This is an optimization exercise on Yosys and OpenROAD, whose aim is small area, a short achievable clock period and few clock cycles per item, not a production implementation.
RTL that was checked went through simulation tests only; none was proved equivalent to the original.

==> job 3946 <==
## proc
module proc(
    i_clk    ,
    i_rstn   ,
    i_en     ,
    i_grant_rd  ,
    i_grant_wr  ,
    i_valid  ,
    i_instr ,
    i_data ,
    o_addr  ,
    o_finish ,
    o_req_rd,
    o_req_wr,
    o_ack    ,
    o_data   ,
    o_wr_size ,
    o_busy
);
clock: 11.0 ns
lec_check: 0
cap_margin: 20
core_margin: 2
core_utilization: 55
cts_buf_list: sky130_fd_sc_hd__clkbuf_4 sky130_fd_sc_hd__clkbuf_8
slew_margin: 20
synth_hierarchical: 1
standard.sh (not shown) runs the stock make flow with config.mk's settings and CLKGATE_MAP_FILE= SYNTH_SCRIPT=/design/flow/synth_recipe.tcl, a recipe that flattens the netlist after the stock synthesis.
==> flow/flow/run.sh <==
#!/bin/bash
# Own flow: the standard ORFS flow (standard.sh, unchanged synthesis), with
#  - the port buffers made as sky130_fd_sc_hd__buf_1 instead of the default delay buffer,
#  - timing repair (floorplan, CTS, global route) aiming at extra setup slack.
# The make output goes to make.log; ORFS writes each step's log under orfs/logs/.
set -euo pipefail
export BUFFER_PORTS_ARGS="-buffer_cell sky130_fd_sc_hd__buf_1"
export SETUP_SLACK_MARGIN=7.3
bash standard.sh > make.log 2>&1
==> job 6345: changes against job 3946 <==
--- a/flow/design.v
+++ b/flow/design.v
@@ -1265,33 +1265,33 @@
     localparam INSTR_STORE = 2'd2;
     wire [1:0]  opc     = i_instr[25:24];
     wire [23:0] payload = i_instr[23:0];
     reg busy_r, fin_r, ack_r;
     reg s_ld1, s_ld2, s_info, s_store;    
     reg run;                              
     reg rq_rd, rq_wr;                     
     reg rb;                               
-    reg hold_a;                           
     reg rdperm;                           
     reg rd_done;                          
     reg [1:0] inflight;                   
     reg rfull;                            
     reg seq_act;                          
     reg [1:0] seq_lane;                   
     reg s0_v, s1_v;                       
     reg [1:0] s0_lane, s1_lane;
     reg [23:0] addr_a, addr_b, addr_w;
     reg [23:0] oaddr;                     
     reg [2:0]  wsz;                       
     reg [19:0] rcnt;                      
     reg        rfrac;                     
     reg [2:0]  wsz_last;                  
     reg [1:0]  op;
-    reg [127:0] areg, rreg;
+    reg [127:0] areg;                     
+    reg [127:0] rreg;                     
     reg [127:32] breg;                    
     reg [31:0]  s0_a;                     
     reg [15:0]  s0_one, s0_two, s0_neg;   
     reg [31:0]  s1_r0, s1_r1, s1_r2;      
     reg [2:0]   s1_r3;                    
     wire is_mul = (op == 2'd2);
     wire is_sub = op[0];
     wire acc_ld1   = s_ld1   & i_valid & (opc == INSTR_LD);
@@ -1312,22 +1312,22 @@
     wire r1 = (rcnt == 20'd1);
     wire rlast = rfrac ? rz : (rz | r1);               
     wire rd_done_nx = rd_done | (confirm & rlast);
     wire [1:0] inflight_nx = inflight + {1'b0, confirm} - {1'b0, wr_g};
     wire wlast = rd_done & (inflight == 2'd1);         
     wire fin_now = wr_g & wlast;
     wire wr_nx = ~fin_now & rfull_nx & ~rd_g;
     wire rd_nx = ~fin_now & ~wr_nx & ~rd_done_nx & rdperm_nx & ~rd_g;
-    wire hold_a_nx = rd_g | (hold_a & ~((rb & ~is_mul) | (seq_act & seq_lane == 2'd2) | replay));
+    wire shift_a = (rb & is_mul) | (seq_act & (seq_lane != 2'd3));
     always @(posedge i_clk or negedge i_rstn) begin
         if (!i_rstn) begin
             busy_r <= 1'b0; fin_r <= 1'b0; ack_r <= 1'b0;
             s_ld1 <= 1'b0; s_ld2 <= 1'b0; s_info <= 1'b0; s_store <= 1'b0;
-            run <= 1'b0; rq_rd <= 1'b0; rq_wr <= 1'b0; rb <= 1'b0; hold_a <= 1'b0;
+            run <= 1'b0; rq_rd <= 1'b0; rq_wr <= 1'b0; rb <= 1'b0;
             rdperm <= 1'b0; rd_done <= 1'b0; inflight <= 2'd0; rfull <= 1'b0;
             seq_act <= 1'b0; seq_lane <= 2'd0;
             s0_v <= 1'b0; s0_lane <= 2'd0; s1_v <= 1'b0; s1_lane <= 2'd0;
         end else begin
             ack_r <= acc_ld1 | acc_ld2 | acc_info | acc_store;
             if (!busy_r && i_en) begin
                 busy_r <= 1'b1;
                 s_ld1  <= 1'b1;
@@ -1338,23 +1338,21 @@
             if (acc_store) begin
                 s_store  <= 1'b0;
                 run      <= 1'b1;
                 rq_rd    <= 1'b1;
                 rdperm   <= 1'b1;
                 rd_done  <= 1'b0;
                 inflight <= 2'd0;
                 rfull    <= 1'b0;
-                hold_a   <= 1'b0;
             end
             if (run) begin
                 rq_rd    <= rd_nx;
                 rq_wr    <= wr_nx;
                 rb       <= rd_g;
-                hold_a   <= hold_a_nx;
                 rdperm   <= rdperm_nx;
                 rd_done  <= rd_done_nx;
                 rfull    <= rfull_nx;
                 inflight <= inflight_nx;
                 if (fin_now) begin
                     run   <= 1'b0;
                     fin_r <= 1'b1;
                 end
@@ -1375,31 +1373,18 @@
                 s0_v <= 1'b1; s0_lane <= seq_lane;
                 seq_lane <= seq_lane + 2'd1;
                 if (seq_lane == 2'd3) seq_act <= 1'b0;
             end else begin
                 s0_v <= 1'b0;
             end
         end
     end
-    reg [31:0] ld_a, ld_b;
-    always @(*) begin
-        case (rb ? 2'd0 : seq_lane)
-            2'd0: ld_a = areg[31:0];
-            2'd1: ld_a = areg[63:32];
-            2'd2: ld_a = areg[95:64];
-            default: ld_a = areg[127:96];
-        endcase
-        case (seq_lane)
-            2'd2: ld_b = breg[95:64];
-            2'd3: ld_b = breg[127:96];
-            default: ld_b = breg[63:32];
-        endcase
-        if (rb) ld_b = i_data[31:0];
-    end
+    wire [31:0] ld_a = areg[31:0];
+    wire [31:0] ld_b = rb ? i_data[31:0] : breg[63:32];
     wire [32:0] bx = {ld_b, 1'b0};
     reg [15:0] enc_one, enc_two, enc_neg;
     integer ej;
     always @(*) begin
         for (ej = 0; ej < 16; ej = ej + 1) begin
             enc_one[ej] = bx[2*ej+1] ^ bx[2*ej];
             enc_two[ej] = (bx[2*ej+2] & ~bx[2*ej+1] & ~bx[2*ej]) | (~bx[2*ej+2] & bx[2*ej+1] & bx[2*ej]);
             enc_neg[ej] = bx[2*ej+2];
@@ -1412,63 +1397,65 @@
     wire [127:0] addsub;
     genvar gi;
     generate
         for (gi = 0; gi < 4; gi = gi + 1) begin : g_as
             addsub32 u_as (.a(areg[32*gi +: 32]), .b(i_data[32*gi +: 32]), .sub(is_sub),
                            .y(addsub[32*gi +: 32]));
         end
     endgenerate
+    wire       ld_add = rb & ~is_mul;
+    wire [3:0] ld_mul = {4{commit}} & {s1_lane == 2'd3, s1_lane == 2'd2, s1_lane == 2'd1, s1_lane == 2'd0};
+    wire [3:0] keep   = ~(ld_mul | {4{ld_add}});
+    wire [127:0] rreg_nx;
+    generate
+        for (gi = 0; gi < 4; gi = gi + 1) begin : g_r
+            assign rreg_nx[32*gi +: 32] = ({32{keep[gi]}} & rreg[32*gi +: 32])
+                                        | ({32{ld_add}} & addsub[32*gi +: 32])
+                                        | ({32{ld_mul[gi]}} & prod);
+        end
+    endgenerate
     wire [23:0] addr_a_nx = confirm ? addr_a + 24'd128 : addr_a;
     wire [23:0] addr_w_nx = wr_g ? addr_w + 24'd128 : addr_w;
     wire [23:0] oaddr_nx  = rd_g ? addr_b : (wr_nx ? addr_w_nx : addr_a_nx);
     wire [2:0]  wsz_nx    = (rd_done_nx & inflight_nx == 2'd1) ? wsz_last : 3'd4;
+    wire        hold_a = ~s_ld1 & ~confirm;
+    wire        hold_b = ~s_ld2 & ~confirm;
+    wire        hold_w = ~s_store & ~wr_g;
+    wire        hold_c = ~s_info & ~confirm;
+    wire [23:0] addr_a_d = ({24{s_ld1}} & payload) | ({24{confirm}} & (addr_a + 24'd128)) | ({24{hold_a}} & addr_a);
+    wire [23:0] addr_b_d = ({24{s_ld2}} & payload) | ({24{confirm}} & (addr_b + 24'd128)) | ({24{hold_b}} & addr_b);
+    wire [23:0] addr_w_d = ({24{s_store}} & payload) | ({24{wr_g}} & (addr_w + 24'd128)) | ({24{hold_w}} & addr_w);
+    wire [19:0] rcnt_d   = ({20{s_info}} & payload[23:4]) | ({20{confirm}} & (rcnt - 20'd1)) | ({20{hold_c}} & rcnt);
     always @(posedge i_clk) begin
-        if (s_ld1) begin
-            addr_a <= payload;
-            oaddr  <= payload;
-        end
-        if (s_ld2)   addr_b <= payload;
+        addr_a <= addr_a_d;
+        addr_b <= addr_b_d;
+        addr_w <= addr_w_d;
+        rcnt   <= rcnt_d;
+        oaddr  <= run ? oaddr_nx : addr_a;
         if (s_info) begin
-            rcnt     <= payload[23:4];
             rfrac    <= |payload[3:2];
             wsz_last <= (payload[3:2] != 2'd0) ? {1'b0, payload[3:2]}
                                                : ((payload[23:4] == 20'd0) ? 3'd0 : 3'd4);
             op       <= payload[1:0];
         end
-        if (s_store) addr_w <= payload;
-        if (run) begin
-            addr_a <= addr_a_nx;
-            addr_w <= addr_w_nx;
-            oaddr  <= oaddr_nx;
-            wsz    <= wsz_nx;
-            if (confirm) begin
-                addr_b <= addr_b + 24'd128;
-                rcnt   <= rcnt - 20'd1;
-            end
-        end
-        if (!hold_a) areg <= i_data;
-        if (rb)      breg <= i_data[127:32];
+        if (run) wsz <= wsz_nx;
+        areg[127:96] <= i_data[127:96];
+        areg[95:0]   <= shift_a ? areg[127:32] : i_data[95:0];
+        breg[127:96] <= i_data[127:96];
+        breg[95:32]  <= rb ? i_data[95:32] : breg[127:64];
         s0_a   <= ld_a;
         s0_one <= enc_one;
         s0_two <= enc_two;
         s0_neg <= enc_neg;
         s1_r0 <= t_r0;
         s1_r1 <= t_r1;
         s1_r2 <= t_r2;
         s1_r3 <= {t_r5[31], t_r4[31], t_r3[31]};
-        if (rb & ~is_mul) rreg <= addsub;
-        else if (commit) begin
-            case (s1_lane)
-                2'd0: rreg[31:0]   <= prod;
-                2'd1: rreg[63:32]  <= prod;
-                2'd2: rreg[95:64]  <= prod;
-                default: rreg[127:96] <= prod;
-            endcase
-        end
+        rreg <= rreg_nx;
     end
     assign o_busy    = busy_r;
     assign o_finish  = fin_r;
     assign o_ack     = ack_r;
     assign o_req_rd  = rq_rd;
     assign o_req_wr  = rq_wr;
     assign o_data    = rreg;
     assign o_addr    = oaddr;
==> run_results.csv <==
group,metric,value,unit
finish,design_area,53000,um^2
drt,wire_per_inst,26.57,um
status,status,"complete, no violations",
finish,sh_seq_area,0.3439,
# the run above: job 3946

==> run_results.csv <==
group,metric,value,unit
finish,sh_seq_area,0.2681,
status,status,"complete, no violations",
drt,wire_per_inst,25.58,um
finish,nFillCells,6259,
finish,design_area,49520,um^2
# the run above: job 6345

Testbench counts of job 6345, summed over its fixed seeds: cycles 21,430, items 15,905.
For job 3946, only the layout was checked, not whether the RTL still works.

-- afterwards: timing with drivers on the ports --
No port has a modelled driver above. Below, the same layouts with a new extraction and two added sets of constraints. Step 1 assumes that a clkbuf_16 drives the clock port and a buf_2 every other input. Step 2 moves the port delays by t, midway between the first and last clock arrival at a register: inputs arrive t later, outputs are due t later. That takes back most of the time a late clock gives input paths. Slacks: ideal / step 1 / step 2; pairs: ideal / step 1.
| run | t, ns | setup WS [ns] | slew at the worst register clock pin (ns) | worst slew at a driven data input, ns |
|---|---|---|---|---|
| job 3946 | 0.843 | 7.168 / 7.126 / 6.283 | 0.07 / 0.07 | 0.16 |
| job 6345 | 0.801 | 7.190 / 7.203 / 6.402 | 0.07 / 0.07 | 0.15 |
After both steps setup and hold are still met in every run listed. The setup slack of job 3946, which loses most, moves by -0.042 ns with the drivers and by -0.885 ns with both steps.
